This is an optimization exercise on Yosys and OpenROAD, whose aim is small area, a short achievable clock period and few clock cycles, not a production implementation. The RTL was checked by simulation tests, not by an equivalence proof against the original design.

==> flow/design.v (excerpt) <==
module geofence (clk, reset, X, Y, valid, is_inside);
input clk;
input reset;
input [9:0] X;
input [9:0] Y;
output reg valid;
output reg is_inside;
reg [3:0] ph;
reg [9:0] rx, ry;                  
reg vxs, vys;                      
reg [9:0] vxm, vym;                
reg axs, ays, bxs, bys;            
reg [9:0] axm, aym, bxm, bym;
reg deg;                           
reg ins;                           
wire [10:0] dx = {1'b0, X} - {1'b0, rx};
wire [10:0] dy = {1'b0, Y} - {1'b0, ry};
wire [9:0] dxm = (dx[9:0] ^ {10{dx[10]}}) + {9'd0, dx[10]};
wire [9:0] dym = (dy[9:0] ^ {10{dy[10]}}) + {9'd0, dy[10]};
wire vxz = ~|vxm;
wire vyz = ~|vym;
wire vz = vxz & vyz;               
wire a1 = axs ^ vys, a2 = ays ^ vxs;
wire b1 = bxs ^ vys, b2 = bys ^ vxs;
wire az = (~|axm | vyz) & (~|aym | vxz);
wire bz = (~|bxm | vyz) & (~|bym | vxz);
wire ca = ~a1;
wire ua_1 = ~(axm[0] & vym[0]);
wire ua_2 = ~(aym[0] & vxm[0]);
wire ua_3 = ~(axm[0] & vym[1]);
  ...
For scale: ~1400 cells after synthesis, about 24 I/O pins, about 14000 um2 of cells after synthesis.
clock: 10.0 ns
lec_check: 0
cap_margin: 20
core_margin: 2
core_utilization: 50
setup_slack_margin: 5
slew_margin: 20
synth_hierarchical: 1
synth_minimum_keep_size: 0
tns_end_percent: 0
run.sh (not shown) runs the stock make flow with config.mk's settings and CLKGATE_MAP_FILE= SYNTH_SCRIPT=/design/flow/synth_recipe.tcl, a recipe that flattens the netlist after the stock synthesis.
The starting point passed the timing, design-rule and antenna checks.
Testbench counts at the start, summed over its fixed seeds: cycles 21,600.
Then changed:
Settings changed: CORE_UTILIZATION 50 to 60, TNS_END_PERCENT 0 to default.
After rerunning: The new run finished with timing, DRC and antenna clean. Global-route usage came out higher by 5.3 points. Area after synthesis stays the same. Routed wire length climbs by 1.3%.
Then changed:
Settings changed: CORE_UTILIZATION 60 to 40.
What happened: Wire length goes down by 1.1%. Worst setup slack loses 0.056 ns. Hold slack gets worse by 0.0036 ns. Critical path depth rose by 1. Die area went up by 49%.

---

Setup of job 9578:
geofence again, from the RTL that the note above started with.
==> flow/config.mk <==
export PLATFORM = sky130hd
export DESIGN_NAME = geofence
export DESIGN_NICKNAME = geofence
export VERILOG_FILES = /design/flow/design.v
export SDC_FILE = /design/flow/constraint.sdc
export NUM_CORES = 4
export LEC_CHECK = 0
export CAP_MARGIN = 0
export CORE_MARGIN = 2
export CORE_UTILIZATION = 60
export SETUP_SLACK_MARGIN = 5
export SLEW_MARGIN = 0
export SYNTH_HIERARCHICAL = 1
export SYNTH_MINIMUM_KEEP_SIZE = 0
export TNS_END_PERCENT = 0
==> flow/constraint.sdc <==
create_clock -name core_clock -period 10.0 [get_ports {clk}]
set_input_delay 2.0000 -clock core_clock [delete_from_list [all_inputs] [get_ports {clk}]]
set_output_delay 2.0000 -clock core_clock [all_outputs]
set_load 0.01 [all_outputs]
Testbench counts of job 9578, summed over its fixed seeds: cycles 21,600.
Relative to job 9578, the following input files were edited for job 7132:
diff --git a/flow/config.mk b/flow/config.mk
--- a/flow/config.mk
+++ b/flow/config.mk
@@ -8 +8 @@
-export CAP_MARGIN = 0
+export CAP_MARGIN = 20
@@ -10,0 +11 @@
+export GPL_ROUTABILITY_DRIVEN = 0
@@ -12 +13 @@
-export SLEW_MARGIN = 0
+export SLEW_MARGIN = 20
- Diff job 9578..job 7132 | die area | unchanged
- Job 9578 → job 7132: utilization after layout flat, global-route usage shows no meaningful change, final setup TNS closely matched the old numbers, final design instance area without fill level.
Input changes introduced in job 301 (baseline for comparison: job 7132):
diff --git a/flow/config.mk b/flow/config.mk
--- a/flow/config.mk
+++ b/flow/config.mk
@@ -11 +10,0 @@
-export GPL_ROUTABILITY_DRIVEN = 0
--- outcome ---
Job 301 -> job 7132: cell depth of the worst flop-to-flop path delta 0, exact match. Comparing job 301 against job 7132, there is no change at all in placed standard-cell area.

---

try-xenon:
Another version of the RTL of geofence (not shown whole).
Size: ~1300 cells after synthesis, about 120 flip-flops.
clock: 10.0 ns
lec_check: 0
cap_margin: 20
core_margin: 2
core_utilization: 58
setup_slack_margin: 5
slew_margin: 20
synth_hierarchical: 1
synth_minimum_keep_size: 0
tns_end_percent: 0
Testbench counts of try-xenon, summed over its fixed seeds: cycles 21,600.
For try-garnet, these inputs were changed with respect to try-xenon:
- a change of CORE_UTILIZATION from 58 to 55
- try-garnet: flow completed, timing, DRC and antenna clean
- Delta (try-garnet minus try-xenon): non-clock buffer count went down.
- Of the two values seen for launching instance or port of the critical path, vxm[6] was produced by try-xenon and aym[7] by try-garnet.

---

Setup of v43:
RTL: one of the versions met above, not the one the previous note started from.
For scale: ~1400 cells after synthesis, about 14000 um2 of cells after synthesis.
==> flow/design.v (excerpt) <==
module geofence (clk, reset, X, Y, valid, is_inside);
input clk;
input reset;
input [9:0] X;
input [9:0] Y;
output reg valid;
output reg is_inside;
reg [3:0] ph;
reg [9:0] rx, ry;                  
reg vxs, vys;                      
reg [9:0] vxm, vym;                
reg axs, ays, bxs, bys;            
reg [9:0] axm, aym, bxm, bym;
reg deg;                           
reg ins;                           
wire [10:0] dx = {1'b0, X} - {1'b0, rx};
wire [10:0] dy = {1'b0, Y} - {1'b0, ry};
wire [9:0] dxm = (dx[9:0] ^ {10{dx[10]}}) + {9'd0, dx[10]};
wire [9:0] dym = (dy[9:0] ^ {10{dy[10]}}) + {9'd0, dy[10]};
wire vxz = ~|vxm;
wire vyz = ~|vym;
wire vz = vxz & vyz;               
wire a1 = axs ^ vys, a2 = ays ^ vxs;
wire b1 = bxs ^ vys, b2 = bys ^ vxs;
wire az = (~|axm | vyz) & (~|aym | vxz);
wire bz = (~|bxm | vyz) & (~|bym | vxz);
wire ca = ~a1;
wire ua_1 = ~(axm[0] & vym[0]);
wire ua_2 = ~(aym[0] & vxm[0]);
wire ua_3 = ~(axm[0] & vym[1]);
wire ua_4 = ~(aym[0] & vxm[1]);
wire ua_5 = ~(axm[0] & vym[2]);
wire ua_6 = ~(aym[0] & vxm[2]);
wire ua_7 = ~(axm[0] & vym[3]);
wire ua_8 = ~(aym[0] & vxm[3]);
wire ua_9 = ~(axm[0] & vym[4]);
wire ua_10 = ~(aym[0] & vxm[4]);
wire ua_11 = ~(axm[0] & vym[5]);
wire ua_12 = ~(aym[0] & vxm[5]);
wire ua_13 = ~(axm[0] & vym[6]);
wire ua_14 = ~(aym[0] & vxm[6]);
  ...
Settings: LEC_CHECK=0, CAP_MARGIN=20, CORE_MARGIN=2, CORE_UTILIZATION=60, PLACE_DENSITY=0.5, SETUP_SLACK_MARGIN=5, SLEW_MARGIN=20, SYNTH_HIERARCHICAL=1, SYNTH_MINIMUM_KEEP_SIZE=0, TNS_END_PERCENT=0; clock period 10.0 ns.
v43: PASS, flow complete, no timing, DRC or antenna violations
Testbench counts of v43, summed over its fixed seeds: cycles 21,600.
The following lists how v1 was set up differently from v43:
Settings: removing TNS_END_PERCENT (formerly 0); changing PLACE_DENSITY from 0.5 to 0.8.
Notes after the runs:
Summary: with v43 as the reference, met1 wire length in v1 moved down by a few percent.
Lower maximum frequency goes to v1 over v43.
Looking at share of the clock period used by the worst path after layout, v1 sits 3.0 points above v43.
v1 gives more arrival time at the worst endpoint than v43 did.
Compared with v43, v1 shows a wire length after detailed routing that is 4500 um higher.
In the tables for v43 and v1, setup slack reads lower with v1.
Post-layout instance area: v43 and v1 compared, higher one is v1
For v42, these inputs were changed with respect to v1:
Settings: swapping 60 for 75 in CORE_UTILIZATION; clearing PLACE_DENSITY, which used to be 0.8.
### Flow results
Taking v1 as the reference, in v42 filler cell count in the final layout lost 663, slew at the pin closest to its max-slew limit up 10 ps, first-pass iteration count of the detailed router has decreased, slack of the worst reg-to-reg path grew by 270 ps, shortest period the worst path allows down 270 ps.
The inputs of v7 differ from those of v42 as listed below.
Settings: CORE_UTILIZATION now 40, was 75; SETUP_SLACK_MARGIN now 3, was 5.
==> comparison <==
Launching instance or port of the critical path = vym[8]: v7; launching instance or port of the critical path = aym[8]: v42
In the flow results for v7 and v42, the worst endpoint required time is larger on v42.
A highest metal layer with signal wires of met4 is what v42 shows, while met5 belongs to v7.
Comparing v7 and v42, the higher pre-CTS setup slack is on v42.

## static timing again, ports no longer ideal
No port has a modelled driver above. Below, the same layouts with a new extraction and two added sets of constraints. Step 1, drivers: a clkbuf_16 drives clk and a buf_2 each remaining input, both assumed. Step 2 also shifts input and output timing later by t, the mid clock arrival at the registers, as if the neighbouring blocks saw the same clock. a / b / c = ideal / step 1 / step 2; a / b = the first two.
| run | t, ns | slack for setup (ns) | worst register clock-pin slew, ns |
|---|---|---|---|
| the first run of note 1 | 0.378 | 4.352 / 4.352 / 4.319 | 0.07 / 0.07 |
| the second run of note 1 | 0.378 | 4.383 / 4.383 / 4.383 | 0.07 / 0.07 |
| the third run of note 1 | 0.378 | 4.327 / 4.327 / 4.327 | 0.07 / 0.07 |
| job 9578 | 0.382 | 4.354 / 4.354 / 4.190 | 0.06 / 0.06 |
| job 7132 | 0.382 | 4.354 / 4.354 / 4.190 | 0.06 / 0.06 |
| job 301 | 0.382 | 4.354 / 4.354 / 4.190 | 0.06 / 0.06 |
| try-xenon | 0.461 | 4.546 / 4.546 / 4.225 | 0.06 / 0.06 |
| try-garnet | 0.453 | 4.661 / 4.661 / 4.288 | 0.06 / 0.06 |
| v43 | 0.382 | 4.354 / 4.354 / 4.190 | 0.06 / 0.06 |
| v1 | 0.387 | 4.054 / 4.054 / 4.054 | 0.08 / 0.08 |
| v42 | 0.383 | 4.323 / 4.323 / 4.323 | 0.07 / 0.07 |
| v7 | 0.387 | 3.419 / 3.419 / 3.419 | 0.07 / 0.07 |
After both steps setup and hold are still met in every run listed. The setup slack of try-garnet, which loses most, moves by 0.000 ns with the drivers and by -0.373 ns with both steps.
